This is an optimization exercise on Yosys and OpenROAD, whose aim is small area, not a production implementation.
At most, simulation tests tie the RTL to the original design; equivalence was not proved.
Power figures rest on the tool's default switching activity, not on a simulated workload.

== before ==
// LTC1668_Driver
module LTC1668_Driver(input Refin_Clk,
                      input SYS_START,
                      input [15:0] AD_AMP,
                      input [15:0] AD_BIAS,
                      output reg signed [15:0] Wave,
                      output deCurrent,
                      output deTemper,
                      output signed [15:0] vStep
                      );
localparam [15:0] AMP  = 16'h902d;
localparam [15:0] ZERO = 16'h7fff;
function [16:0] radd;
    input [15:0] a, b;
    input ci;
    integer i;
    reg c;
    begin
        c = ci;
        for (i = 0; i < 16; i = i + 1) begin
            radd[i] = a[i] ^ b[i] ^ c;
            c = (a[i] & b[i]) | (c & (a[i] ^ b[i]));
        end
        radd[16] = c;
    end
endfunction
reg [2:0] J;
always @(posedge Refin_Clk)
    if (!SYS_START) J <= 3'b000;
    else            J <= {J[1:0], ~J[2]};
wire ph = J[2] ^ J[1];
assign deCurrent = ~(J[2] | J[1]);    
assign deTemper  = ph;                
reg [15:0] SquWave;
always @(posedge Refin_Clk)
    if (!SYS_START) SquWave <= ZERO;
    else if (ph)    SquWave <= AD_BIAS;
    else            SquWave <= J[2] ? ~AMP : AMP;
  ...
==> module LTC1668_Driver, before the edit <==
module LTC1668_Driver(input Refin_Clk,
                      input SYS_START,
                      input [15:0] AD_AMP,
                      input [15:0] AD_BIAS,
                      output reg signed [15:0] Wave,
                      output deCurrent,
                      output deTemper,
                      output signed [15:0] vStep
                      );
localparam [15:0] AMP  = 16'h902d;
localparam [15:0] ZERO = 16'h7fff;
function [16:0] radd;
    input [15:0] a, b;
    input ci;
    integer i;
    reg c;
    begin
        c = ci;
        for (i = 0; i < 16; i = i + 1) begin
            radd[i] = a[i] ^ b[i] ^ c;
            c = (a[i] & b[i]) | (c & (a[i] ^ b[i]));
        end
        radd[16] = c;
    end
endfunction
reg [2:0] J;
always @(posedge Refin_Clk)
    if (!SYS_START) J <= 3'b000;
    else            J <= {J[1:0], ~J[2]};
wire ph = J[2] ^ J[1];
assign deCurrent = ~(J[2] | J[1]);    
assign deTemper  = ph;                
reg [15:0] SquWave;
always @(posedge Refin_Clk)
    if (!SYS_START) SquWave <= ZERO;
    else if (ph)    SquWave <= AD_BIAS;
    else            SquWave <= J[2] ? ~AMP : AMP;
reg [8:0] cnt;
reg [3:0] hi;
wire Flag = hi[3];
wire wrap = &cnt;
always @(posedge Refin_Clk)
    if (!SYS_START) begin
        cnt <= 9'd72;
        hi  <= 4'd2;
    end else begin
        cnt <= cnt + 1'b1;
        if (wrap && !Flag) hi <= hi + 1'b1;
    end
wire e0 = (cnt == 9'd0);
reg [24:0] acc;
wire [16:0] lo = radd(acc[15:0], AD_AMP, 1'b0);
always @(posedge Refin_Clk)
    if (!Flag)     acc <= {9'd0, AD_AMP};
    else if (wrap) acc <= {9'd0, acc[24:9]};
    else           acc <= {acc[24:16] + lo[16], lo[15:0]};
wire [15:0] vr = radd(acc[15:0], 16'hc978, 1'b0);
reg  [15:0] R;
reg  [3:0]  rem;
wire div   = &cnt[8:4];
wire first = div & (cnt[3:0] == 4'd0);
wire [3:0] rin = first ? {1'b0, R[15], 2'b00} : rem;    
wire [4:0] t   = {rin, R[15]};
wire       qb  = (t >= 5'd10);
wire [4:0] tr  = qb ? t - 5'd10 : t;
always @(posedge Refin_Clk) begin
    rem <= tr[3:0];
    if (Flag && e0) R <= {vr[14:0], vr[15]};
    else            R <= {R[14:0], Flag & (div ? qb : R[15])};
end
wire [12:0] q    = R[12:0];
wire        inc  = q[12] & (rem != 4'd0);
wire [12:0] qn   = q + inc;
reg [12:0] vs;
always @(posedge Refin_Clk)
    if (!Flag)   vs <= 13'd0;
    else if (e0) vs <= qn;
assign vStep = {{3{vs[12]}}, vs};
reg  signed [15:0] StepWave;
wire [15:0] stp = {16{ph}} & vStep;
wire signed [15:0] sum = radd(StepWave, stp, 1'b0);
wire up = !sum[15] && (sum >= 16'sh6fd2);
wire dn =  sum[15] && (sum <= -16'sh6fd2);
wire [15:0] kk  = up ? 16'h7e90 : dn ? 16'h8170 : 16'h0000;
wire [15:0] nsw = radd(sum, kk, 1'b0);
always @(posedge Refin_Clk)
    if (!Flag) StepWave <= 16'd0;
    else       StepWave <= nsw;
always @(posedge Refin_Clk)
    if (!SYS_START) Wave <= ZERO;
    else            Wave <= radd(SquWave, StepWave, 1'b0);
endmodule
export LEC_CHECK = 0
export ABC_AREA = 1
export CAP_MARGIN = 20
export CORE_MARGIN = 2
export CORE_UTILIZATION = 60
export SLEW_MARGIN = 20
create_clock -name core_clock -period 10.0 [get_ports {Refin_Clk}]
standard.sh (not shown) runs the stock make flow with config.mk's settings and CLKGATE_MAP_FILE= SYNTH_SCRIPT=/design/flow/synth_recipe.tcl, a recipe that flattens the netlist after the stock synthesis.
==> flow/flow/run.sh <==
#!/bin/bash
set -euo pipefail
export BUFFER_PORTS_ARGS="-buffer_cell sky130_fd_sc_hd__buf_1"
export CTS_ARGS="-sink_clustering_enable -repair_clock_nets -dont_use_dummy_load -buf_list sky130_fd_sc_hd__clkbuf_4"
bash standard.sh finish > make.log 2>&1
[inputs] after vs before
--- a/flow/design.v
+++ b/flow/design.v
@@ -23,18 +23,24 @@
         radd[16] = c;
     end
 endfunction
-reg [2:0] J;
+reg [1:0] m;
+reg       h;
 always @(posedge Refin_Clk)
-    if (!SYS_START) J <= 3'b000;
-    else            J <= {J[1:0], ~J[2]};
-wire ph = J[2] ^ J[1];
-assign deCurrent = ~(J[2] | J[1]);    
-assign deTemper  = ph;                
+    if (!SYS_START) begin
+        m <= 2'b00;
+        h <= 1'b0;
+    end else begin
+        m <= {m[0], ~(m[0] | m[1])};
+        h <= h ^ m[1];
+    end
+wire ph = m[1];
+assign deCurrent = ~(h | m[1]);    
+assign deTemper  = ph;             
 reg [15:0] SquWave;
 always @(posedge Refin_Clk)
     if (!SYS_START) SquWave <= ZERO;
     else if (ph)    SquWave <= AD_BIAS;
-    else            SquWave <= J[2] ? ~AMP : AMP;
+    else            SquWave <= h ? ~AMP : AMP;
 reg [8:0] cnt;
 reg [3:0] hi;
 wire Flag = hi[3];
==> comparison <==
Sort before and after by number of standard-cell rows in the floorplan asc -> top: before. after contains more vias than before. Compared with before, in after final standard cell area without fillers flat, number of instances in the placed design flat. Any difference in sequential power between after and before is small enough to ignore. Diff before..after | worst setup slack | negligible. before → after: first-pass GRT wire length now larger; final number of setup-violating endpoints comparable; layout cell share with drive strength beyond 1 now smaller; clock-cell share of area comparable; fraction of power spent switching nets now larger. Power density of the placed cells in after is 1.6% higher than in before. Going from before to after, smallest hold slack went down by 18 ps, power went up by 1.5%.
The RTL of after was laid out without a check of its function.

==> re-timing with driven ports <==
The results above use ideal ports. As a check the final layouts listed here were re-extracted and re-timed, cells and wires unchanged.
Step 1, drivers: a clkbuf_16 drives Refin_Clk and a buf_2 each remaining input, both assumed.
Step 2 times the ports against the registers' clock, not the clock port: input delays grow and output delays shrink by t, the midpoint of the rising clock arrivals with the driver on.
a / b / c = no drivers / after step 1 / after step 2; a / b = the first two.
| run | t, ns | setup WS [ns] | pins driven straight from the clock port |
|---|---|---|---|
| before | 0.532 | 0.411 / 0.411 / 0.411 | 1 |
| after | 0.522 | 0.409 / 0.409 / 0.409 | 1 |
After both steps every run listed still meets setup and hold.
